This is an optimization exercise on Yosys and OpenROAD, whose aim is small area, a short achievable clock period and few clock cycles, not a production implementation. No run shown here included a check of the RTL's function; only the layout flow was run. Power and IR drop assume default switching activity.

File: flow/design.v
module md5(
    input clk,
    input reset_n,
    input done,
    input [63:0] pwd,
    output [127:0] hash_pwd,
    output en
);
reg [31:0] p, b, c, d;
reg [6:0] cnt;
reg en_r;
wire job = reset_n & done;
wire [6:0] cnt_s = (cnt == 7'd68) ? cnt : cnt + 7'd1;
wire [6:0] cnt_n = job ? cnt_s : 7'd0;
reg ld, hold, run;
reg [4:0] rf_n;    
reg [3:0] rj;      
reg [3:0] rt;      
always @(*) begin
    rf_n = 5'd0;
    if (cnt_s == 7'd1) rf_n = 5'd16;
    if (cnt_s >= 7'd2 && cnt_s <= 7'd16) rf_n = 5'd1;
    if (cnt_s >= 7'd17 && cnt_s <= 7'd32) rf_n = 5'd2;
    if (cnt_s >= 7'd33 && cnt_s <= 7'd48) rf_n = 5'd4;
    if (cnt_s >= 7'd49 && cnt_s <= 7'd64) rf_n = 5'd8;
end
always @(posedge clk) begin
    ld <= !job;
    hold <= (cnt_s == 7'd68);
    run <= (cnt_s >= 7'd1) && (cnt_s <= 7'd64);
    rj <= 4'd0; rt <= 4'd0;
    case (cnt_s)
        7'd1: begin rj <= 4'd1; rt <= 4'd8; end
        7'd2: begin rj <= 4'd2; rt <= 4'd8; end
        7'd3: begin rj <= 4'd4; rt <= 4'd8; end
        7'd4: begin rj <= 4'd8; rt <= 4'd4; end
        7'd5: begin rj <= 4'd1; rt <= 4'd8; end
        7'd6: begin rj <= 4'd2; rt <= 4'd8; end
        7'd7: begin rj <= 4'd4; rt <= 4'd8; end
        7'd8: begin rj <= 4'd8; rt <= 4'd4; end
        7'd9: begin rj <= 4'd1; rt <= 4'd8; end
        7'd10: begin rj <= 4'd2; rt <= 4'd8; end
        7'd11: begin rj <= 4'd4; rt <= 4'd8; end
        7'd12: begin rj <= 4'd8; rt <= 4'd4; end
        7'd13: begin rj <= 4'd1; rt <= 4'd8; end
        7'd14: begin rj <= 4'd2; rt <= 4'd8; end
        7'd15: begin rj <= 4'd4; rt <= 4'd8; end
        7'd16: begin rj <= 4'd8; rt <= 4'd4; end
        7'd17: begin rj <= 4'd1; rt <= 4'd2; end
        7'd18: begin rj <= 4'd2; rt <= 4'd1; end
        7'd19: begin rj <= 4'd4; rt <= 4'd1; end
        7'd20: begin rj <= 4'd8; rt <= 4'd1; end
        7'd21: begin rj <= 4'd1; rt <= 4'd2; end
        7'd22: begin rj <= 4'd2; rt <= 4'd1; end
        7'd23: begin rj <= 4'd4; rt <= 4'd1; end
        7'd24: begin rj <= 4'd8; rt <= 4'd1; end
        7'd25: begin rj <= 4'd1; rt <= 4'd2; end
        7'd26: begin rj <= 4'd2; rt <= 4'd1; end
        7'd27: begin rj <= 4'd4; rt <= 4'd1; end
        7'd28: begin rj <= 4'd8; rt <= 4'd1; end
        7'd29: begin rj <= 4'd1; rt <= 4'd2; end
        7'd30: begin rj <= 4'd2; rt <= 4'd1; end
        7'd31: begin rj <= 4'd4; rt <= 4'd1; end
        7'd32: begin rj <= 4'd8; rt <= 4'd1; end
        7'd33: begin rj <= 4'd1; rt <= 4'd1; end
        7'd34: begin rj <= 4'd2; rt <= 4'd4; end
        7'd35: begin rj <= 4'd4; rt <= 4'd4; end
        7'd36: begin rj <= 4'd8; rt <= 4'd8; end
        7'd37: begin rj <= 4'd1; rt <= 4'd1; end
        7'd38: begin rj <= 4'd2; rt <= 4'd4; end
        7'd39: begin rj <= 4'd4; rt <= 4'd4; end
        7'd40: begin rj <= 4'd8; rt <= 4'd8; end
        7'd41: begin rj <= 4'd1; rt <= 4'd1; end
        7'd42: begin rj <= 4'd2; rt <= 4'd4; end
        7'd43: begin rj <= 4'd4; rt <= 4'd4; end
        7'd44: begin rj <= 4'd8; rt <= 4'd8; end
        7'd45: begin rj <= 4'd1; rt <= 4'd1; end
        7'd46: begin rj <= 4'd2; rt <= 4'd4; end
        7'd47: begin rj <= 4'd4; rt <= 4'd4; end
        7'd48: begin rj <= 4'd8; rt <= 4'd8; end
        7'd49: begin rj <= 4'd1; rt <= 4'd4; end
        7'd50: begin rj <= 4'd2; rt <= 4'd2; end
        7'd51: begin rj <= 4'd4; rt <= 4'd2; end
        7'd52: begin rj <= 4'd8; rt <= 4'd2; end
        7'd53: begin rj <= 4'd1; rt <= 4'd4; end
        7'd54: begin rj <= 4'd2; rt <= 4'd2; end
        7'd55: begin rj <= 4'd4; rt <= 4'd2; end
        7'd56: begin rj <= 4'd8; rt <= 4'd2; end
        7'd57: begin rj <= 4'd1; rt <= 4'd4; end
        7'd58: begin rj <= 4'd2; rt <= 4'd2; end
        7'd59: begin rj <= 4'd4; rt <= 4'd2; end
        7'd60: begin rj <= 4'd8; rt <= 4'd2; end
        7'd61: begin rj <= 4'd1; rt <= 4'd4; end
        7'd62: begin rj <= 4'd2; rt <= 4'd2; end
        7'd63: begin rj <= 4'd4; rt <= 4'd2; end
        7'd64: begin rj <= 4'd8; rt <= 4'd2; end
        7'd65: begin rj <= 4'd1; rt <= 4'd8; end
        7'd66: begin rj <= 4'd2; rt <= 4'd8; end
        7'd67: begin rj <= 4'd4; rt <= 4'd8; end
        default: ;
    endcase
end
wire [31:0] c_d = ld ? 32'h98badcfe : hold ? c : b;
wire [31:0] d_d = ld ? 32'h10325476 : hold ? d : c;
reg [31:0] u, v;
always @(posedge clk) begin
    u <= ({32{rf_n[0]}} & c_d)
       | ({32{rf_n[1]}} & (c_d | d_d))
       | ({32{rf_n[2]}} & ~(c_d ^ d_d))
       | ({32{rf_n[3]}} & ~c_d)
       | ({32{rf_n[4]}} & 32'hd76aa477);
    v <= ({32{rf_n[0]}} & d_d)
       | ({32{rf_n[1]}} & (c_d & ~d_d))
       | ({32{rf_n[2]}} & (c_d ^ d_d))
       | ({32{rf_n[3]}} & ~(c_d ^ d_d))
       | ({32{rf_n[4]}} & 32'hd76aa477);
end
reg [31:0] mr;
always @(posedge clk)
    mr <= ({32{(cnt_s == 7'd19) | (cnt_s == 7'd41) | (cnt_s == 7'd48)}} & pwd[63:32])
        | ({32{(cnt_s == 7'd1) | (cnt_s == 7'd16) | (cnt_s == 7'd36) | (cnt_s == 7'd55)}} & pwd[31:0]);
wire [16:0] hi = 17'd1 << cnt[6:2];
wire [3:0] lo = 4'd1 << cnt[1:0];
wire [31:0] kc;
assign kc[0] = (hi[0] & (lo[2])) | (hi[1] & (lo[0] | lo[2] | lo[3])) | (hi[2] & (lo[1] | lo[2])) | (hi[3] & (lo[1] | lo[3])) | (hi[4] & (lo[2])) | (hi[5] & (lo[0] | lo[1] | lo[2])) | (hi[6] & (lo[2] | lo[3])) | (hi[7] & (lo[0] | lo[2])) | (hi[8] & (lo[1])) | (hi[9] & (lo[1])) | (hi[10] & (lo[2] | lo[3])) | (hi[11] & (lo[0] | lo[1] | lo[3])) | (hi[12] & (lo[1] | lo[2] | lo[3])) | (hi[13] & (lo[0] | lo[2] | lo[3])) | (hi[14] & (lo[0] | lo[3])) | (hi[15] & (lo[1] | lo[2] | lo[3])) | (hi[16] & (lo[0] | lo[3]));
assign kc[1] = (hi[0] & (lo[1] | lo[2] | lo[3])) | (hi[1] & (lo[0] | lo[1] | lo[2])) | (hi[2] & (lo[1] | lo[3])) | (hi[3] & (lo[0] | lo[1] | lo[2])) | (hi[4] & (lo[0] | lo[3])) | (hi[5] & (lo[1])) | (hi[6] & (lo[0] | lo[1] | lo[2])) | (hi[7] & (lo[3])) | (hi[8] & (lo[0] | lo[2])) | (hi[10] & (lo[0] | lo[1])) | (hi[12] & (lo[1] | lo[2])) | (hi[13] & (lo[0] | lo[1])) | (hi[14] & (lo[0])) | (hi[15] & (lo[0] | lo[2])) | (hi[16] & (lo[1] | lo[2]));
assign kc[2] = (hi[0] & (lo[1] | lo[3])) | (hi[1] & (lo[0])) | (hi[2] & (lo[1] | lo[3])) | (hi[3] & (lo[2])) | (hi[5] & (lo[0])) | hi[6] | (hi[7] & (lo[0])) | (hi[8] & (lo[3])) | (hi[9] & (lo[0])) | (hi[10] & (lo[0] | lo[2] | lo[3])) | (hi[11] & (lo[1] | lo[3])) | (hi[12] & (lo[0] | lo[1] | lo[2])) | (hi[13] & (lo[2])) | (hi[14] & (lo[0] | lo[2])) | (hi[15] & (lo[1])) | (hi[16] & (lo[1] | lo[2]));
assign kc[3] = (hi[0] & (lo[2] | lo[3])) | (hi[1] & (lo[0] | lo[1])) | (hi[2] & (lo[0] | lo[1] | lo[3])) | (hi[3] & (lo[2])) | (hi[4] & (lo[3])) | (hi[5] & (lo[0] | lo[3])) | (hi[6] & (lo[3])) | (hi[7] & (lo[1] | lo[2] | lo[3])) | (hi[8] & (lo[3])) | (hi[9] & (lo[1])) | (hi[10] & (lo[1])) | (hi[11] & (lo[0] | lo[2])) | (hi[12] & (lo[3])) | (hi[13] & (lo[2])) | (hi[14] & (lo[0])) | (hi[15] & (lo[2])) | (hi[16] & (lo[2] | lo[3]));
assign kc[4] = (hi[0] & (lo[1] | lo[2])) | (hi[1] & (lo[2])) | (hi[2] & (lo[0] | lo[2] | lo[3])) | (hi[3] & (lo[1])) | (hi[4] & (lo[2])) | (hi[5] & (lo[0] | lo[1])) | (hi[6] & (lo[1])) | (hi[7] & (lo[1] | lo[2])) | (hi[9] & (lo[3])) | (hi[10] & (lo[1])) | (hi[11] & (lo[0] | lo[2])) | (hi[12] & (lo[1] | lo[3])) | (hi[13] & (lo[1] | lo[2] | lo[3])) | (hi[14] & (lo[2])) | (hi[15] & (lo[1] | lo[2] | lo[3])) | (hi[16] & (lo[1] | lo[2]));
assign kc[5] = (hi[0] & (lo[3])) | (hi[1] & (lo[0] | lo[1])) | (hi[2] & (lo[1] | lo[2] | lo[3])) | (hi[3] & (lo[0] | lo[3])) | (hi[4] & (lo[0] | lo[3])) | (hi[6] & (lo[0] | lo[3])) | (hi[7] & (lo[1])) | (hi[8] & (lo[2])) | (hi[9] & (lo[1] | lo[2] | lo[3])) | (hi[10] & (lo[1])) | hi[11] | (hi[12] & (lo[2] | lo[3])) | (hi[13] & (lo[2])) | (hi[14] & (lo[1] | lo[3])) | (hi[15] & (lo[1] | lo[2])) | (hi[16] & (lo[1] | lo[2]));
assign kc[6] = (hi[0] & (lo[1] | lo[2] | lo[3])) | (hi[2] & (lo[0])) | (hi[3] & (lo[2])) | (hi[4] & (lo[0] | lo[1] | lo[2])) | (hi[5] & (lo[0] | lo[1] | lo[3])) | (hi[6] & (lo[0] | lo[3])) | (hi[7] & (lo[1] | lo[2])) | (hi[8] & (lo[0] | lo[3])) | (hi[9] & (lo[0] | lo[2] | lo[3])) | (hi[10] & (lo[0] | lo[1])) | (hi[11] & (lo[1] | lo[2] | lo[3])) | (hi[12] & (lo[0] | lo[2])) | (hi[13] & (lo[0] | lo[2] | lo[3])) | (hi[14] & (lo[0] | lo[1])) | (hi[16] & (lo[1] | lo[2]));
assign kc[7] = (hi[0] & (lo[3])) | (hi[1] & (lo[0])) | hi[2] | (hi[3] & (lo[1] | lo[2])) | (hi[4] & (lo[3])) | (hi[5] & (lo[2] | lo[3])) | (hi[6] & (lo[0] | lo[2] | lo[3])) | (hi[7] & (lo[2] | lo[3])) | (hi[8] & (lo[1])) | (hi[9] & (lo[1])) | (hi[10] & (lo[0] | lo[1] | lo[2])) | (hi[11] & (lo[1] | lo[2] | lo[3])) | (hi[12] & (lo[1] | lo[2])) | (hi[13] & (lo[0] | lo[1] | lo[3])) | (hi[14] & (lo[1] | lo[3])) | (hi[15] & (lo[0] | lo[3])) | (hi[16] & (lo[2] | lo[3]));
assign kc[8] = (hi[0] & (lo[1] | lo[2])) | (hi[1] & (lo[0] | lo[3])) | (hi[2] & (lo[1] | lo[2] | lo[3])) | (hi[3] & (lo[0] | lo[1] | lo[2])) | (hi[4] & (lo[0] | lo[1] | lo[3])) | (hi[5] & (lo[3])) | (hi[6] & (lo[0] | lo[2])) | (hi[7] & (lo[0])) | (hi[8] & (lo[0] | lo[2])) | (hi[9] & (lo[1] | lo[2])) | (hi[10] & (lo[1] | lo[3])) | (hi[11] & (lo[1])) | (hi[12] & (lo[1] | lo[2])) | (hi[13] & (lo[0] | lo[3])) | (hi[14] & (lo[2] | lo[3])) | (hi[15] & (lo[2] | lo[3])) | (hi[16] & (lo[0] | lo[3]));
assign kc[9] = (hi[0] & (lo[1] | lo[3])) | (hi[1] & (lo[0] | lo[1] | lo[2])) | (hi[2] & (lo[1] | lo[2] | lo[3])) | (hi[3] & (lo[2])) | (hi[4] & (lo[1] | lo[2] | lo[3])) | (hi[5] & (lo[2] | lo[3])) | (hi[7] & (lo[2])) | (hi[8] & (lo[1])) | (hi[9] & (lo[0] | lo[1] | lo[2])) | (hi[10] & (lo[0] | lo[1])) | (hi[11] & (lo[3])) | (hi[12] & (lo[0] | lo[1] | lo[2])) | (hi[14] & (lo[0] | lo[1] | lo[2])) | hi[15] | (hi[16] & (lo[0] | lo[3]));
assign kc[10] = (hi[0] & (lo[1] | lo[3])) | hi[1] | (hi[2] & (lo[1] | lo[3])) | (hi[4] & (lo[0] | lo[3])) | (hi[5] & (lo[1] | lo[2])) | (hi[6] & (lo[0] | lo[2] | lo[3])) | (hi[7] & (lo[1] | lo[3])) | (hi[8] & (lo[1])) | (hi[9] & (lo[1] | lo[3])) | (hi[10] & (lo[0] | lo[1] | lo[3])) | (hi[11] & (lo[2] | lo[3])) | (hi[12] & (lo[1])) | (hi[13] & (lo[1] | lo[2] | lo[3])) | (hi[14] & (lo[0] | lo[1])) | (hi[15] & (lo[0])) | (hi[16] & (lo[1] | lo[2]));
assign kc[11] = (hi[0] & (lo[3])) | (hi[1] & (lo[0])) | (hi[2] & (lo[0] | lo[2])) | (hi[3] & (lo[3])) | (hi[4] & (lo[2])) | (hi[5] & (lo[3])) | (hi[6] & (lo[0] | lo[1] | lo[2])) | (hi[7] & (lo[0] | lo[3])) | (hi[8] & (lo[0] | lo[3])) | hi[9] | (hi[10] & (lo[0] | lo[3])) | (hi[11] & (lo[1] | lo[2])) | (hi[12] & (lo[1])) | (hi[13] & (lo[0] | lo[1] | lo[3])) | (hi[14] & (lo[0])) | (hi[15] & (lo[0])) | (hi[16] & (lo[2] | lo[3]));
assign kc[12] = (hi[0] & (lo[1] | lo[2])) | (hi[1] & (lo[3])) | hi[2] | (hi[3] & (lo[0] | lo[1])) | (hi[4] & (lo[1] | lo[2])) | (hi[5] & (lo[0] | lo[1] | lo[3])) | (hi[6] & (lo[3])) | (hi[8] & (lo[0] | lo[1] | lo[3])) | (hi[9] & (lo[3])) | (hi[10] & (lo[0] | lo[2] | lo[3])) | hi[11] | (hi[12] & (lo[1])) | (hi[13] & (lo[0] | lo[2] | lo[3])) | (hi[14] & (lo[0] | lo[3])) | hi[15] | (hi[16] & (lo[1] | lo[2]));
assign kc[13] = (hi[0] & (lo[1] | lo[2])) | (hi[2] & (lo[1])) | (hi[3] & (lo[1])) | (hi[4] & (lo[0] | lo[1])) | (hi[5] & (lo[2] | lo[3])) | (hi[7] & (lo[0] | lo[1])) | hi[8] | (hi[9] & (lo[0] | lo[3])) | (hi[10] & (lo[0] | lo[1] | lo[2])) | (hi[11] & (lo[2])) | hi[12] | (hi[13] & (lo[2])) | (hi[14] & (lo[0] | lo[1])) | (hi[15] & (lo[0] | lo[1])) | (hi[16] & (lo[0] | lo[3]));
assign kc[14] = (hi[0] & (lo[2] | lo[3])) | (hi[1] & (lo[1] | lo[2])) | (hi[2] & (lo[1] | lo[2] | lo[3])) | (hi[3] & (lo[1] | lo[2])) | (hi[4] & (lo[2] | lo[3])) | (hi[5] & (lo[2] | lo[3])) | (hi[6] & (lo[0])) | (hi[7] & (lo[0] | lo[3])) | (hi[8] & (lo[1] | lo[2])) | (hi[9] & (lo[0] | lo[1] | lo[2])) | (hi[10] & (lo[0])) | (hi[11] & (lo[0] | lo[2] | lo[3])) | (hi[12] & (lo[1])) | hi[13] | (hi[14] & (lo[0] | lo[1] | lo[2])) | hi[15] | (hi[16] & (lo[1] | lo[2]));
assign kc[15] = (hi[0] & (lo[1] | lo[3])) | (hi[1] & (lo[1] | lo[3])) | (hi[2] & (lo[0] | lo[1] | lo[3])) | (hi[4] & (lo[1] | lo[3])) | (hi[5] & (lo[2] | lo[3])) | (hi[6] & (lo[0])) | (hi[7] & (lo[0] | lo[1])) | (hi[8] & (lo[1])) | (hi[9] & (lo[0] | lo[1] | lo[3])) | (hi[11] & (lo[0] | lo[1])) | (hi[12] & (lo[1] | lo[3])) | (hi[13] & (lo[1] | lo[2])) | (hi[14] & (lo[1])) | (hi[15] & (lo[1] | lo[2] | lo[3])) | (hi[16] & (lo[2] | lo[3]));
assign kc[16] = (hi[0] & (lo[1] | lo[3])) | (hi[1] & (lo[1])) | (hi[2] & (lo[2])) | (hi[3] & (lo[2])) | (hi[5] & (lo[0] | lo[2] | lo[3])) | (hi[6] & (lo[0] | lo[1] | lo[2])) | (hi[7] & (lo[0] | lo[1] | lo[2])) | (hi[8] & (lo[1] | lo[2] | lo[3])) | (hi[9] & (lo[2] | lo[3])) | (hi[10] & (lo[0] | lo[1] | lo[2])) | (hi[11] & (lo[1])) | (hi[12] & (lo[0] | lo[3])) | (hi[13] & (lo[0] | lo[2])) | (hi[14] & (lo[2])) | (hi[15] & (lo[0] | lo[2])) | (hi[16] & (lo[0] | lo[3]));
assign kc[17] = (hi[0] & (lo[1])) | (hi[1] & (lo[1] | lo[3])) | (hi[2] & (lo[2])) | (hi[4] & (lo[0] | lo[2] | lo[3])) | (hi[5] & (lo[0] | lo[3])) | (hi[6] & (lo[1] | lo[3])) | hi[7] | (hi[8] & (lo[0])) | hi[9] | (hi[10] & (lo[0] | lo[2])) | (hi[11] & (lo[1] | lo[2])) | (hi[12] & (lo[1] | lo[3])) | (hi[13] & (lo[0] | lo[2])) | hi[15] | (hi[16] & (lo[1] | lo[2]));
assign kc[18] = (hi[0] & (lo[1] | lo[3])) | (hi[1] & (lo[0] | lo[1] | lo[3])) | (hi[2] & (lo[1] | lo[2] | lo[3])) | (hi[3] & (lo[3])) | (hi[4] & (lo[0] | lo[2] | lo[3])) | (hi[5] & (lo[0] | lo[1])) | (hi[6] & (lo[1] | lo[2])) | (hi[7] & (lo[1] | lo[2])) | (hi[8] & (lo[2] | lo[3])) | (hi[9] & (lo[0] | lo[1] | lo[3])) | (hi[10] & (lo[2])) | (hi[11] & (lo[0] | lo[3])) | (hi[12] & (lo[2])) | (hi[13] & (lo[1] | lo[2] | lo[3])) | (hi[14] & (lo[1])) | (hi[15] & (lo[2] | lo[3])) | (hi[16] & (lo[0] | lo[3]));
assign kc[19] = (hi[0] & (lo[3])) | (hi[1] & (lo[0])) | (hi[2] & (lo[2] | lo[3])) | (hi[3] & (lo[1] | lo[2])) | (hi[4] & (lo[0] | lo[2])) | (hi[5] & (lo[0])) | (hi[6] & (lo[3])) | (hi[7] & (lo[1] | lo[2] | lo[3])) | (hi[8] & (lo[0] | lo[2])) | hi[9] | (hi[10] & (lo[0] | lo[2] | lo[3])) | (hi[11] & (lo[1] | lo[3])) | (hi[12] & (lo[0] | lo[1])) | (hi[13] & (lo[0] | lo[1] | lo[2])) | (hi[14] & (lo[0] | lo[1] | lo[3])) | (hi[15] & (lo[1])) | (hi[16] & (lo[2] | lo[3]));
assign kc[20] = (hi[0] & (lo[3])) | (hi[1] & (lo[0] | lo[2])) | (hi[2] & (lo[2] | lo[3])) | hi[3] | (hi[4] & (lo[0] | lo[2] | lo[3])) | (hi[5] & (lo[3])) | (hi[6] & (lo[1] | lo[2] | lo[3])) | (hi[8] & (lo[0] | lo[1] | lo[2])) | hi[9] | (hi[10] & (lo[0])) | (hi[11] & (lo[0] | lo[1])) | (hi[12] & (lo[2] | lo[3])) | (hi[13] & (lo[0])) | (hi[15] & (lo[0] | lo[1] | lo[2])) | (hi[16] & (lo[1] | lo[2]));
assign kc[21] = (hi[0] & (lo[2] | lo[3])) | (hi[1] & (lo[0] | lo[2])) | (hi[2] & (lo[2])) | (hi[3] & (lo[2] | lo[3])) | (hi[4] & (lo[3])) | (hi[5] & (lo[0] | lo[2])) | (hi[6] & (lo[0] | lo[1])) | hi[7] | (hi[8] & (lo[0] | lo[1] | lo[3])) | (hi[9] & (lo[0] | lo[2] | lo[3])) | (hi[10] & (lo[1] | lo[2])) | (hi[11] & (lo[2] | lo[3])) | (hi[12] & (lo[0] | lo[1])) | (hi[13] & (lo[2])) | (hi[14] & (lo[0] | lo[1])) | (hi[15] & (lo[1])) | (hi[16] & (lo[1] | lo[2]));
assign kc[22] = (hi[0] & (lo[1])) | (hi[1] & (lo[0] | lo[3])) | (hi[2] & (lo[1] | lo[2] | lo[3])) | (hi[3] & (lo[2])) | (hi[4] & (lo[1] | lo[2])) | (hi[5] & (lo[1] | lo[3])) | (hi[6] & (lo[0] | lo[2] | lo[3])) | (hi[7] & (lo[0] | lo[1] | lo[2])) | (hi[8] & (lo[0] | lo[1] | lo[3])) | (hi[9] & (lo[1])) | (hi[10] & (lo[2])) | (hi[11] & (lo[0] | lo[1])) | (hi[13] & (lo[0] | lo[2])) | (hi[15] & (lo[0] | lo[2])) | (hi[16] & (lo[0] | lo[3]));
assign kc[23] = (hi[0] & (lo[1] | lo[3])) | (hi[1] & (lo[1])) | (hi[2] & (lo[0] | lo[2])) | (hi[3] & (lo[0] | lo[1] | lo[3])) | (hi[4] & (lo[3])) | (hi[5] & (lo[2] | lo[3])) | (hi[6] & (lo[0] | lo[2])) | (hi[7] & (lo[0] | lo[1])) | (hi[8] & (lo[0] | lo[2] | lo[3])) | hi[9] | hi[10] | hi[11] | (hi[12] & (lo[2] | lo[3])) | (hi[13] & (lo[2] | lo[3])) | (hi[14] & (lo[0])) | (hi[15] & (lo[2] | lo[3])) | (hi[16] & (lo[2] | lo[3]));
assign kc[24] = (hi[0] & (lo[3])) | (hi[1] & (lo[0] | lo[1] | lo[3])) | hi[2] | (hi[3] & (lo[0] | lo[1] | lo[3])) | (hi[4] & (lo[3])) | (hi[5] & (lo[3])) | (hi[6] & (lo[0] | lo[1] | lo[3])) | (hi[7] & (lo[0] | lo[2] | lo[3])) | hi[8] | (hi[9] & (lo[1])) | (hi[11] & (lo[0] | lo[2])) | (hi[12] & (lo[1] | lo[2])) | hi[13] | (hi[14] & (lo[0] | lo[2])) | (hi[15] & (lo[0] | lo[1] | lo[3])) | (hi[16] & (lo[0] | lo[3]));
assign kc[25] = (hi[1] & (lo[1])) | (hi[2] & (lo[1] | lo[2])) | (hi[3] & (lo[0] | lo[2])) | (hi[4] & (lo[0] | lo[2])) | (hi[5] & (lo[0] | lo[1] | lo[3])) | (hi[6] & (lo[1])) | (hi[7] & (lo[2])) | (hi[8] & (lo[0] | lo[1])) | (hi[9] & (lo[1] | lo[2] | lo[3])) | (hi[10] & (lo[1])) | (hi[11] & (lo[1] | lo[2])) | (hi[12] & (lo[1] | lo[2])) | (hi[13] & (lo[1] | lo[2])) | hi[14] | (hi[15] & (lo[0] | lo[2] | lo[3])) | (hi[16] & (lo[0] | lo[3]));
assign kc[26] = (hi[0] & (lo[2])) | (hi[1] & (lo[0] | lo[1] | lo[3])) | (hi[2] & (lo[2])) | (hi[3] & (lo[1] | lo[2])) | (hi[4] & (lo[0] | lo[2])) | (hi[5] & (lo[0] | lo[3])) | (hi[6] & (lo[2] | lo[3])) | (hi[7] & (lo[1] | lo[2] | lo[3])) | hi[8] | (hi[9] & (lo[0] | lo[2] | lo[3])) | (hi[10] & (lo[2] | lo[3])) | (hi[11] & (lo[1] | lo[2] | lo[3])) | (hi[12] & (lo[0] | lo[3])) | hi[13] | (hi[14] & (lo[0] | lo[1] | lo[3])) | (hi[15] & (lo[0] | lo[1])) | (hi[16] & (lo[0] | lo[3]));
assign kc[27] = (hi[0] & (lo[1])) | (hi[1] & (lo[2] | lo[3])) | hi[2] | (hi[3] & (lo[0] | lo[1] | lo[3])) | (hi[4] & (lo[3])) | (hi[5] & (lo[2])) | (hi[7] & (lo[0] | lo[1] | lo[3])) | (hi[8] & (lo[0] | lo[2] | lo[3])) | (hi[9] & (lo[1] | lo[3])) | (hi[10] & (lo[0] | lo[1])) | (hi[11] & (lo[0] | lo[2])) | (hi[12] & (lo[2] | lo[3])) | (hi[13] & (lo[1] | lo[2])) | (hi[14] & (lo[0] | lo[1] | lo[3])) | (hi[15] & (lo[1] | lo[2] | lo[3])) | (hi[16] & (lo[2] | lo[3]));
assign kc[28] = (hi[1] & (lo[0] | lo[3])) | (hi[2] & (lo[2])) | (hi[3] & (lo[1])) | (hi[4] & (lo[0])) | (hi[5] & (lo[0] | lo[2])) | (hi[6] & (lo[2])) | (hi[7] & (lo[1])) | (hi[8] & (lo[0] | lo[3])) | (hi[9] & (lo[2] | lo[3])) | (hi[10] & (lo[2])) | (hi[11] & (lo[0] | lo[2])) | (hi[12] & (lo[0] | lo[3])) | (hi[13] & (lo[2])) | (hi[14] & (lo[1])) | (hi[15] & (lo[0] | lo[1])) | (hi[16] & (lo[1] | lo[2]));
assign kc[29] = (hi[0] & (lo[1] | lo[2])) | (hi[1] & (lo[0] | lo[2] | lo[3])) | (hi[2] & (lo[0] | lo[2])) | (hi[3] & (lo[0] | lo[1] | lo[2])) | (hi[4] & (lo[0] | lo[2] | lo[3])) | (hi[5] & (lo[3])) | (hi[6] & (lo[0] | lo[2])) | (hi[7] & (lo[0] | lo[1] | lo[2])) | (hi[8] & (lo[0] | lo[2] | lo[3])) | (hi[9] & (lo[0] | lo[2] | lo[3])) | (hi[10] & (lo[0] | lo[1])) | (hi[11] & (lo[1])) | (hi[12] & (lo[0] | lo[2] | lo[3])) | (hi[13] & (lo[0] | lo[2])) | (hi[14] & (lo[0] | lo[1] | lo[2])) | hi[15] | (hi[16] & (lo[0] | lo[3]));
assign kc[30] = (hi[0] & (lo[1] | lo[3])) | (hi[1] & (lo[0] | lo[1] | lo[3])) | (hi[2] & (lo[0] | lo[2])) | (hi[3] & (lo[0] | lo[1] | lo[3])) | (hi[4] & (lo[0] | lo[1] | lo[3])) | (hi[5] & (lo[0] | lo[2] | lo[3])) | (hi[6] & (lo[1] | lo[2] | lo[3])) | (hi[7] & (lo[1] | lo[2])) | (hi[8] & (lo[0] | lo[2] | lo[3])) | (hi[9] & (lo[1] | lo[2])) | (hi[10] & (lo[1] | lo[2])) | (hi[11] & (lo[0] | lo[1] | lo[3])) | (hi[12] & (lo[0] | lo[1] | lo[3])) | (hi[13] & (lo[0] | lo[2])) | (hi[14] & (lo[0] | lo[1] | lo[3])) | (hi[15] & (lo[0] | lo[3])) | (hi[16] & (lo[0] | lo[3]));
assign kc[31] = (hi[0] & (lo[1] | lo[3])) | (hi[1] & (lo[0] | lo[2] | lo[3])) | (hi[2] & (lo[1] | lo[2] | lo[3])) | (hi[3] & (lo[1] | lo[2])) | (hi[4] & (lo[0] | lo[1] | lo[3])) | (hi[5] & (lo[0] | lo[2] | lo[3])) | (hi[6] & (lo[1] | lo[2])) | (hi[7] & (lo[0] | lo[1] | lo[3])) | (hi[8] & (lo[0] | lo[1] | lo[3])) | (hi[9] & (lo[0] | lo[2] | lo[3])) | (hi[10] & (lo[1] | lo[2])) | (hi[11] & (lo[0] | lo[1] | lo[3])) | (hi[12] & (lo[0] | lo[2] | lo[3])) | (hi[13] & (lo[1] | lo[2] | lo[3])) | (hi[14] & (lo[1] | lo[2])) | (hi[15] & (lo[0] | lo[1] | lo[3])) | (hi[16] & (lo[2] | lo[3]));
wire [31:0] p_next;
md5_addp u_addp (.x(d), .y(kc), .z(mr), .s(p_next));
wire [31:0] f = (b & u) | (~b & v);
wire [31:0] w;
md5_addw u_addw (.x(p), .y(f), .s(w));
wire [31:0] wt = ({32{rt[0]}} & w)
               | ({32{rt[1]}} & {w[30:0], w[31]})
               | ({32{rt[2]}} & {w[29:0], w[31:30]})
               | ({32{rt[3]}} & {w[28:0], w[31:29]});
wire [31:0] r = ({32{rj[0]}} & {wt[27:0], wt[31:28]})
              | ({32{rj[1]}} & {wt[22:0], wt[31:23]})
              | ({32{rj[2]}} & {wt[17:0], wt[31:18]})
              | ({32{rj[3]}} & {wt[11:0], wt[31:12]});
wire [31:0] b_next;
md5_addb u_addb (.x({32{run}} & b), .y(r), .s(b_next));
always @(posedge clk) begin
    cnt <= cnt_n;
    en_r <= job && (cnt == 7'd67 || cnt == 7'd68);
end
always @(posedge clk) begin
    if (ld) begin
        p <= pwd[63:32];
        b <= 32'hefcdab89;
        c <= c_d;
        d <= d_d;
    end else if (!hold) begin
        p <= p_next;
        b <= b_next;
        c <= c_d;
        d <= d_d;
    end
end
function [31:0] bswap(input [31:0] v);
    bswap = {v[7:0], v[15:8], v[23:16], v[31:24]};
endfunction
assign en = en_r;
assign hash_pwd = {bswap({d[6:0], d[31:7]}), bswap(p),
                   bswap({b[16:0], b[31:17]}), bswap({c[11:0], c[31:12]})};
endmodule
module md5_addp(input [31:0] x, input [31:0] y, input [31:0] z, output [31:0] s);
assign s = x + y + z;
endmodule
module md5_addw(input [31:0] x, input [31:0] y, output [31:0] s);
assign s = x + y;
endmodule
module md5_addb(input [31:0] x, input [31:0] y, output [31:0] s);
assign s = x + y;
endmodule
File: flow/flow/run.sh
#!/bin/bash
# Own flow: the standard layout (standard.sh, unchanged synthesis, SDC and
# clock period), with OpenROAD's timing repair asked to leave a larger setup
# margin than the standard settings allow, so that it works on the paths that
# set the achieved period. All tool output goes to standard.log here.
set -o pipefail
MARGIN=$(cat flow/margin.txt)
bash standard.sh SETUP_SLACK_MARGIN=$MARGIN finish > standard.log 2>&1
File: flow/flow/margin.txt
10
File: flow/standard.sh
#!/bin/bash
# synth_recipe.tcl (not shown) runs the flow's synth.tcl, then flattens the netlist and writes it again
# the make line also repeats each setting of config.mk as NAME=value (left out here)
make -C /OpenROAD-flow-scripts/flow DESIGN_CONFIG=/design/flow/config.mk WORK_HOME=/design/flow/orfs CLKGATE_MAP_FILE= SYNTH_SCRIPT=/design/flow/synth_recipe.tcl "${@:-finish}"
File: flow/config.mk
export PLATFORM = sky130hd
export DESIGN_NAME = md5
export DESIGN_NICKNAME = md5
export VERILOG_FILES = /design/flow/design.v
export SDC_FILE = /design/flow/constraint.sdc
export NUM_CORES = 4
export LEC_CHECK = 0
export ABC_AREA = 1
export CAP_MARGIN = 40
export CORE_MARGIN = 2
export CORE_UTILIZATION = 40
export PLACE_DENSITY = 0.6
export SLEW_MARGIN = 30
File: flow/constraint.sdc
create_clock -name core_clock -period 16.0 [get_ports {clk}]
set_input_delay 3.2000 -clock core_clock [delete_from_list [all_inputs] [get_ports {clk}]]
set_output_delay 3.2000 -clock core_clock [all_outputs]
set_load 0.01 [all_outputs]
==> results of run 1 <==
-- per-layer routing --
layer	vias up	routed length [µm]
met3	296	10200
met4	4	8230
met5	-	26
met1	11700	44000
met2	1417	48100
li1	11200	-
-- path summary, 6_finish.rpt --
check,endpoint,slack (ns),depth (start not counted)
min reg2reg,b[3],0.56,2
max reg2reg,p[19],10.31,24
max,p[19],10.31,24
min,b[3],0.56,2
-- synthesized netlist by cell type, drive strengths merged (10+ instances only) --
library cell	n	area (µm²)
xor2	22	208
edfxtp	96	2880
nor2	268	1040
o21ai	209	1050
ha	161	2010
clkbuf	73	274
nand2	814	3070
a211oi	13	103
mux2	10	113
o21a	14	105
nand4	76	475
o211ai	36	270
fa	34	681
xnor2	13	114
a21o	12	90.1
inv	521	1960
a21oi	165	830
or2	33	206
o2111ai	42	368
a22oi	18	135
a31oi	11	83.8
and2	10	62.6
o22ai	88	551
buf	39	199
nor3	48	252
dfxtp	147	2940
nand3	160	806
a2111oi	26	228
nor4	32	200
-- state kept, by name, summed over array words and instances (netlist names) --
signal  cells
d          32
v          32
hold        1
rj          4
u          32
c          32
p          32
ld          1
cnt         7
en_r        1
mr         32
b          32
run         1
rt          4
-- logic make-up after synthesis --
kind of cell | Yosys count
XOR/XNOR | 35
adder cells (fa/ha/maj) | 195
buffers and inverters | 639
AND/OR/NAND/NOR | 1454
flip-flops | 243
multiplexers | 11
AO/OA/AOI/OAI | 665
-- layout by cell type (no fill, tap or decap), drive strengths merged, types with 4 or more instances in the layout --
master	netlist	layout
nand2	814	814
inv	521	523
nor2	268	268
o21ai	209	209
clkdlybuf4s50	0	195
a21oi	165	165
ha	161	161
nand3	160	160
dfxtp	147	147
edfxtp	96	96
o22ai	88	88
nand4	76	76
buf	39	50
nor3	48	48
clkbuf	73	48
o2111ai	42	42
o211ai	36	36
fa	34	34
or2	33	33
nor4	32	32
a2111oi	26	26
xor2	22	22
a22oi	18	18
o21a	14	14
xnor2	13	13
a211oi	13	13
a21o	12	12
a31oi	11	11
and2	10	10
mux2	10	10
a221oi	8	8
o221ai	8	8
clkinv	6	8
o21bai	7	7
nand3b	4	4
nor3b	4	4
-- power breakdown --
| part | total (mW) | switching [mW] | internal (mW) |
|---|---|---|---|
| Combinational | 1.94 | 1.26 | 0.679 |
| Sequential | 0.880 | 0.137 | 0.743 |
| Clock | 0.709 | 0.293 | 0.416 |
-- worst max-delay path, stage by stage, from the launching register on --
cell        delay (ns)
dfxtp_1           0.48
ha_1              0.21
buf_4             0.29
clkinvlp_4        0.29
buf_4             0.28
nand2_1           0.22
o2111ai_1         0.22
a2111oi_0         0.33
clkbuf_1          0.23
nand3_1           0.15
fa_1              0.46
ha_1              0.36
inv_1             0.10
o21ai_0           0.11
a21oi_2           0.20
o21ai_1           0.18
a21oi_1           0.26
inv_1             0.11
nand2_1           0.07
nand2_1           0.12
a21oi_1           0.22
inv_1             0.07
or2_2             0.27
nand3_1           0.06
o21ai_0           0.09
-- metrics by stage --
step	utilization, %	setup slack [ns]	power (mW)
final	48.1	10.31	3.53
after global routing	48.1	10.01	3.74
after detailed placement	45.5	9.65	2.74
after CTS	47.5	9.98	3.46
after global placement	45.4	9.66	2.71
after floorplan	-	10.82	2.01
-- final cells by class --
| type | instances | area (µm²) | area share (%) |
|---|---|---|---|
| Multi-Input combinational cell | 2360 | 13700 | 52.9 |
| Sequential cell | 243 | 5860 | 22.7 |
| Timing Repair Buffer | 248 | 2410 | 9.32 |
| Inverter | 527 | 2000 | 7.73 |
| Clock buffer | 47 | 896 | 3.47 |
| Tap cell | 696 | 871 | 3.37 |
| Clock inverter | 9 | 115 | 0.446 |
| Antenna cell | 3 | 7.51 | 0.0291 |
-- repair_timing --
item / CTS / global route
setup endpoints to repair: 10 / 24
buffers inserted: 4 / 0
gates resized for setup: 11 / 72
hold endpoints to repair: 0 / 0
pin swaps: 1 / 2
==> flow_metrics.tcl, run 1 <==
set metrics [dict create \
    status "complete, no violations" \
    clock_path_buffers 3 \
    r2r-start "cnt[0]" \
    syn_inst 3242 \
    hpwl_mm 87.8 \
    synth-adder-area-share_pct 12.4 \
    finalSetupViolCount 0 \
    cts_root_buf "clkbuf_16" \
    cp.arrival_ns 6.02 \
    power_leakage_nw 12.2 \
    syn_area_per_cell_um2 6.69 \
    netlist_area_mm2 0.0217 \
    cts_buffers 30 \
    path_max_fanout 14 \
    tightest_slew_ns 0.890 \
    relSlewSlack_pct 40.6 \
    final_area_mm2 0.0258 \
    grt_setup_unrepaired "no" \
    grt.met3_usage_pct 7.11 \
    die_w_um 237 \
    fin_skew_ns 0.0244 \
    die_h_um 237 \
    place_congestion 1.10 \
    instances_no_fill 4133 \
    core_area_mm2 0.0537 \
    design.die.area_mm2 0.0561 \
    clkLatencyLatePin_ns 0.60 \
    grt_overflow 0 \
    max_freq_ghz 0.176 \
    grt_use_total_pct 38.3 \
    postCtsHoldBufs 0 \
    hold_viol 0 \
    start_util_pct 40.4 \
    antenna_found_initial 4 \
    critPathLaunchType "flop" \
    numClockSinks 243 \
    drive_gt1_share_pct 7.40 \
    clkTransAtPathRegs_ns 0.06 \
    synth.mux.area_fraction_pct 0.565 \
    finalSetupTns_ns 0 \
    synth_top_family_by_area "simple AND/OR/NAND/NOR gates" \
    row_count 85 \
    crit_type "flop to flop" \
    dr_total_vias 24600 \
    synth_compound_area_share_pct 18.8 \
    gr-usage-met1_pct 49.0 \
    grt.busiest_layer "met2" \
    dr.pass1.iters 8 \
    period_share_pct 35.6 \
    async_flop_share_pct 0 \
    maxCapViolCount 0 \
    ys_warn_count 1 \
    routedWlPerCell_um 26.7 \
    synth-xor-area-share_pct 1.48 \
    cts_tree "built" \
    finalMaxSlewViolations 0 \
    drt-total-wl_mm 110 \
    drc 0 \
    yosys.area_share.simple_pct 28.6 \
    route.antenna.remaining_nets 0 \
    synth_edf_count 96 \
    htree_levels 1 \
    min_from "b[3]" \
    hold_path.class "flop to flop" \
    nNetsFinal 3672 \
    endpoint_kind "flop" \
    grt_pass1_vias 23600 \
    ys_ff_latch 243 \
    postPlaceCellArea_mm2 0.0245 \
    required_ns 16.32 \
    synthFlopType "dfxtp_1" \
    peakVddDrop_mv 0.0990 \
    met2_usage_pct 59.6 \
    dp_cells 4065 \
    synth_nets 3504 \
    grt_max_degree 86 \
    synth_cell_types 58 \
    whs_ns 0.558 \
    drt_iter0_markers 2824 \
    min_period_ns 5.69 \
    powerDensity_mw_per_mm2 137 \
    syn_to_final_growth_pct 19.0 \
    pin_count 196 \
    cp-startpoint "cnt[0]" \
    fill_cells 5459 \
    viasPerCell 5.96 \
    grt_first_pass_wirelength_mm 159 \
    synth-seq-area-share_pct 26.8 \
    place.port_buffers 195 \
]
==> run 2: changes to the inputs <==
==> flow/flow/margin.txt (replaced) <==
11
==> run 2 against run 1 <==
Still clean on timing, DRC and antenna. Non-clock buffer count grew 113. Sequential power grew 0.6%. Total power grew 11%. First-iteration DRC count shrank 2.2%. Core utilization grew 4.7 points. Global-route usage grew 0.24 points. Largest cell class unchanged.
==> flow_metrics.tcl, run 2 <==
set metrics [dict create \
    cts_buffers 29 \
    nNetsFinal 3784 \
    synth_top_family_by_area "simple AND/OR/NAND/NOR gates" \
    die_w_um 237 \
    yosys.area_share.simple_pct 28.6 \
    synth_common_cells "nand2_1, inv_1, nor2_1" \
    path_max_fanout 2 \
    htree_levels 1 \
    most-common-layout-cells "nand2_1, inv_1, nor2_1" \
    cp-startpoint "p[18]" \
    multi_input_area_mm2 0.0152 \
    status "complete, no violations" \
    antenna_found_initial 4 \
    grt_setup_unrepaired "yes" \
    place.port_buffers 195 \
    fill_cells 5267 \
    clkTransAtPathRegs_ns 0.07 \
    grt_max_degree 70 \
    start_util_pct 40.4 \
    synth.mux.area_fraction_pct 0.565 \
    postCtsHoldBufs 0 \
    cp_cell_sequence "clkdlybuf4s50_1" \
    powerDensity_mw_per_mm2 138 \
    crit_type "flop to output port" \
    grt_use_total_pct 38.5 \
    grt_overflow 0 \
    critPathLaunchType "flop" \
    clock_path_buffers 3 \
    cp.arrival_ns 1.81 \
    dp_cells 4067 \
    final_common_cell "nand2_1" \
    period_share_pct 31.3 \
    drc 0 \
    max_freq_ghz 0.200 \
    yosysMostFrequentCell "nand2_1" \
    required_ns 12.80 \
    finalSetupTns_ns 0 \
    synth_nets 3504 \
    peakVddDrop_mv 0.107 \
    synth-adder-area-share_pct 12.4 \
    cp_top_family "buffers and inverters" \
    relSlewSlack_pct 41.2 \
    syn_inst 3242 \
    drive_gt1_share_pct 18.3 \
    finalSetupViolCount 0 \
    tightest_slew_ns 0.874 \
    synthFlopType "dfxtp_1" \
    core_area_mm2 0.0537 \
    cts_root_buf "clkbuf_16" \
    synth-xor-area-share_pct 1.48 \
    synth-seq-area-share_pct 26.8 \
    syn_area_per_cell_um2 6.69 \
    netlist_area_mm2 0.0217 \
    dr.pass1.iters 7 \
    pin_count 196 \
    drt-total-wl_mm 112 \
    syn_to_final_growth_pct 30.6 \
    fin_skew_ns 0.0135 \
    whs_ns 0.513 \
    route.antenna.remaining_nets 0 \
    dr_total_vias 25500 \
    synth_top_area_share_pct 14.0 \
    endpoint_kind "output port" \
    synth_edf_count 96 \
    grt_first_pass_wirelength_mm 161 \
    design.die.area_mm2 0.0561 \
    ys_warn_count 1 \
    synth_cell_types 58 \
    hold_path.class "flop to flop" \
    cts_tree "built" \
    maxCapViolCount 0 \
    finalMaxSlewViolations 0 \
    clkLatencyLatePin_ns 0.57 \
    power_leakage_nw 12.9 \
    finalPower_mw 3.91 \
    hold_viol 0 \
    numClockSinks 243 \
    cp_slowest_cell "clkdlybuf4s50_1" \
    grt_pass1_vias 24100 \
    min_period_ns 5.01 \
    ys_ff_latch 243 \
    viasPerCell 6.01 \
    r2r-start "cnt[0]" \
    routedWlPerCell_um 26.5 \
    place_congestion 1.06 \
    min_from "b[3]" \
    instances_no_fill 4240 \
    yosys.area.top_type "nand2_1" \
    hpwl_mm 86.5 \
    die_h_um 237 \
    max_stage_delay_ns 0.62 \
    row_count 85 \
    crit_buf_inv 1 \
    async_flop_share_pct 0 \
    regArea_mm2 0.00591 \
    insertedDiodeCount 0 \
    synthTopCellsByArea "nand2_1, dfxtp_1, edfxtp_1" \
    synth_compound_area_share_pct 18.8 \
    drt_iter0_markers 2763 \
]
-- run 2: where the power goes --
| part | switching [mW] | internal, mW |
|---|---|---|
| Combinational | 1.43 | 0.919 |
| Clock | 0.285 | 0.384 |
| Sequential | 0.136 | 0.749 |
| Total | 1.85 | 2.05 |
-- run 2: final cells by class --
cell class                 count  area share (%)
clock buffer                  42            2.88
clock inverter                11           0.393
inverter                     527            7.28
multi-input combinational   2360            53.7
sequential                   243            20.9
tap                          696            3.07
timing repair buffer         361            11.8
-- run 2: path summary, 6_finish.rpt --
kind	end	slack, ns	depth (start not counted)
setup / recovery	hash_pwd[74]	10.99	1
setup reg to reg	p[19]	11.01	22
hold / removal	b[3]	0.51	2
hold reg to reg	b[3]	0.51	2
-- run 2: per-stage QoR --
step	setup WS, ns	cell area, µm²	util, %
global route	10.87	28300	52.7
CTS	11.00	26700	49.7
floorplan	11.03	21700	-
global placement	9.55	24300	45.3
finish	10.99	28300	52.7
detailed placement	9.57	24500	45.6
-- run 2: timing repair --
action                     CTS  global route
gates cloned                 0             1
pin swaps                   27            80
buffers inserted            45            73
setup endpoints to repair   63            42
gates resized for setup    238           264
-- run 2: cells by family (layout without fill, tap and decap cells) --
kind of cell | Yosys count | count (layout)
flops | 243 | 243
compound gates | 665 | 665
buf+inv | 639 | 941
xor+xnor | 35 | 35
simple gates | 1454 | 1454
mux | 11 | 11
fa+ha+maj | 195 | 195
-- run 2: layer usage --
metal	GRT usage (%)	share of wire, %	vias up
li1	-	-	11500
met1	49.2	39	12100
met2	60.4	44	1535
met3	5.93	8.9	375
met4	25.7	8.0	4
met5	0	0.017	-
==> run 3: changes to the inputs <==
==> flow/flow/run.sh (replaced) <==
#!/bin/bash
# Own flow: the standard layout (standard.sh: unchanged synthesis, SDC and
# clock period). Two settings differ from the standard ones:
#  - OpenROAD's timing repair is asked to leave a larger setup margin (in
#    flow/margin.txt) than the standard settings allow, so that it works on the
#    paths that set the achieved period;
#  - every input and output port still gets its own buffer, but a plain
#    sky130_fd_sc_hd__buf_1 instead of the delay buffer buffer_ports picks.
# All tool output goes to standard.log in this folder.
set -o pipefail
MARGIN=$(cat flow/margin.txt)
bash standard.sh SETUP_SLACK_MARGIN=$MARGIN "BUFFER_PORTS_ARGS=-buffer_cell sky130_fd_sc_hd__buf_1" finish > standard.log 2>&1
==> run 3 against run 2 <==
Still clean. Via count decreased by 3.6%. Area after synthesis unchanged. Setup slack improved by 0.031 ns. Cell count decreased by 0.75%. Synthesized cell count unchanged. Highest routed layer unchanged.
==> flow_metrics.tcl, run 3 <==
set metrics [dict create \
    status "complete, no violations" \
    min_from "b[0]" \
    drt-total-wl_mm 106 \
    synth_common_cells "nand2_1, inv_1, nor2_1" \
    dr_total_vias 24500 \
    grt_max_degree 78 \
    async_flop_share_pct 0 \
    tightest_slew_ns 0.888 \
    drc 0 \
    pwr-share-comb_pct 56.5 \
    power_leakage_nw 12.2 \
    synthFlopType "dfxtp_1" \
    endpoint_kind "flop" \
    relSlewSlack_pct 40.8 \
    cts_buffers 30 \
    clkLatencyLatePin_ns 0.63 \
    worst-r2r-setup-slack_ns 11.02 \
    switchingPower_mw 1.81 \
    hold_path_end "b[0]" \
    grt_overflow 0 \
    die_h_um 237 \
    dr.pass1.iters 6 \
    design.die.area_mm2 0.0561 \
    hold_path.class "flop to flop" \
    finalSetupTns_ns 0 \
    die_w_um 237 \
    period_share_pct 31.1 \
    critPathLaunchType "flop" \
    switching_share_pct 47.9 \
    drive_gt1_share_pct 16.7 \
    grt_setup_unrepaired "yes" \
    hpwl_mm 82.2 \
    rr_worst_depth 20 \
    nNetsFinal 3748 \
    grt_use_total_pct 36.5 \
    htree_levels 1 \
    required_ns 16.32 \
    final_common_cell "nand2_1" \
    numClockSinks 243 \
    place.port_buffers 195 \
    max_freq_ghz 0.201 \
    crit_type "flop to flop" \
    synth_top_area_share_pct 14.0 \
    start_util_pct 40.4 \
    min_path_cells 2 \
    antenna_found_initial 5 \
    netlist_area_mm2 0.0217 \
    syn_area_per_cell_um2 6.69 \
    finalSetupViolCount 0 \
    r2r_end "p[26]" \
    finalMaxSlewViolations 0 \
    syn_inst 3242 \
    p_int_mw 1.96 \
    powerDensity_mw_per_mm2 141 \
    cts_tree "built" \
    place_congestion 1.09 \
    viasPerCell 5.83 \
    cp.arrival_ns 5.29 \
    power_frac_clock_pct 20.0 \
    ys_warn_count 1 \
    clkTransAtPathRegs_ns 0.06 \
    synthTopCellsByArea "nand2_1, dfxtp_1, edfxtp_1" \
    yosysMostFrequentCell "nand2_1" \
    grt_pass1_vias 22300 \
    yosys.area.top_type "nand2_1" \
    fin_skew_ns 0.0247 \
    synth_edf_count 96 \
    synth_nets 3504 \
    postCtsHoldBufs 0 \
    clock_path_buffers 3 \
    core_area_mm2 0.0537 \
    grt_first_pass_wirelength_mm 152 \
    most-common-layout-cells "nand2_1, inv_1, nor2_1" \
    path_max_fanout 26 \
    route.antenna.remaining_nets 0 \
    finalPower_mw 3.77 \
    min_period_ns 4.98 \
    ys_ff_latch 243 \
    final_util_pct 49.7 \
    r2r-start "cnt[0]" \
    row_count 85 \
    synth-seq-area-share_pct 26.8 \
    pin_count 196 \
    hold_viol 0 \
    maxCapViolCount 0 \
    cts_root_buf "clkbuf_16" \
    peakVddDrop_mv 0.0909 \
    drt_iter0_markers 2547 \
    synth_cell_types 58 \
    routedWlPerCell_um 25.2 \
    syn_to_final_growth_pct 23.0 \
    seqPwrFrac_pct 23.5 \
]
run 3: cell counts after synthesis:
Identical to the previous run, type by type.
run 3: worst max path at each step:
stage / endpoint / startpoint / cells after the start / slack, ns
final: p[26] / cnt[0] / 20 / 11.02
after global routing: b[31] / b[0] / 28 / 10.91
after CTS: p[31] / cnt[0] / 19 / 10.93
after detailed placement: p[23] / cnt[0] / 25 / 9.95
after global placement: p[19] / cnt[0] / 22 / 9.95
after floorplan: v[17] / ld / 9 / 11.03
run 3: area by class of cell:
cell class	count	area, µm²
Sequential cell	243	5920
Inverter	527	2060
Clock buffer	43	901
Tap cell	696	871
Timing Repair Buffer	324	1810
Antenna cell	2	5.00
Clock inverter	13	186
Fill cell	5458	27000
Multi-Input combinational cell	2360	14900
run 3: cell families (layout without fill, tap and decap cells):
| group | after synthesis | count (layout) | synth area share, % |
|---|---|---|---|
| compound gates | 665 | 665 | 18.8 |
| xor+xnor | 35 | 35 | 1.48 |
| fa+ha+maj | 195 | 195 | 12.4 |
| buf+inv | 639 | 907 | 11.3 |
| flops | 243 | 243 | 26.8 |
| mux | 11 | 11 | 0.565 |
| other cells | 0 | 2 | 0 |
| simple gates | 1454 | 1454 | 28.6 |
run 3: repair_timing:
action,in CTS,in global routing
buffers inserted,17,63
pin swaps,14,76
gates cloned,0,0
setup endpoints to repair,49,44
gates resized for setup,198,249
run 3: power by group through the flow:
stage | combinational, mW | sequential, mW | clock, mW
global route | 2.33 | 0.888 | 0.782
CTS | 1.87 | 0.878 | 0.760
detailed placement | 1.75 | 0.878 | 0
floorplan | 1.18 | 0.832 | 0
global placement | 1.76 | 0.879 | 0
finish | 2.13 | 0.885 | 0.756
run 3: metrics by stage:
step / setup slack, ns / hold slack (ns) / cell area [µm²] / std cells
2_1_floorplan: 11.03 / 0.520 / 21700 / 3242
3_3_place_gp: 9.95 / 0.525 / 23200 / 4061
3_5_place_dp: 9.95 / 0.526 / 23300 / 4070
6_report: 11.02 / 0.496 / 26700 / 4208
5_1_grt: 10.91 / 0.536 / 26700 / 4207
4_1_cts: 10.93 / 0.518 / 25200 / 4143
run 3: worst max-delay path, cell delays in order, from the launching register on:
cell        delay (ns)
dfxtp_4           0.40
inv_2             0.08
ha_4              0.27
buf_12            0.19
clkinvlp_4        0.23
nor2_2            0.39
inv_2             0.21
nand2_1           0.16
nor4_1            0.06
nand4_1           0.22
fa_1              0.47
ha_1              0.37
a21oi_1           0.25
o21ai_0           0.20
a21oi_1           0.23
nand3_2           0.15
nand2_1           0.09
o211ai_1          0.13
or2_2             0.31
nand3_1           0.09
o21ai_0           0.12
run 3: layer usage:
metal	vias to the layer above	routed length (µm)	global-route usage (%)
met5	-	28	0
met4	4	5950	17.6
met3	264	9620	6.18
met2	1301	46600	57.2
met1	11600	43800	48.7
li1	11400	-	-

==> re-timing with driven ports <==
Ports are ideal in the flow. The routed layouts listed here were re-timed in OpenROAD.
Step 1, drivers: a clkbuf_16 drives clk and a buf_2 each remaining input, both assumed.
Step 2 moves the port delays by t, midway between the first and last clock arrival at a register: inputs arrive t later, outputs are due t later. That takes back most of the time a late clock gives input paths.
a / b / c = ideal ports / drivers / drivers and shift; a / b = the first two.
run | shift t [ns] | setup WS [ns] | worst register clock-pin slew, ns
run 1 | 0.643 | 10.306 / 10.306 / 10.306 | 0.06 / 0.06
run 2 | 0.624 | 10.992 / 10.933 / 11.011 | 0.07 / 0.07
run 3 | 0.669 | 11.024 / 11.024 / 11.024 | 0.07 / 0.07
After both steps setup and hold are still met in every run listed.
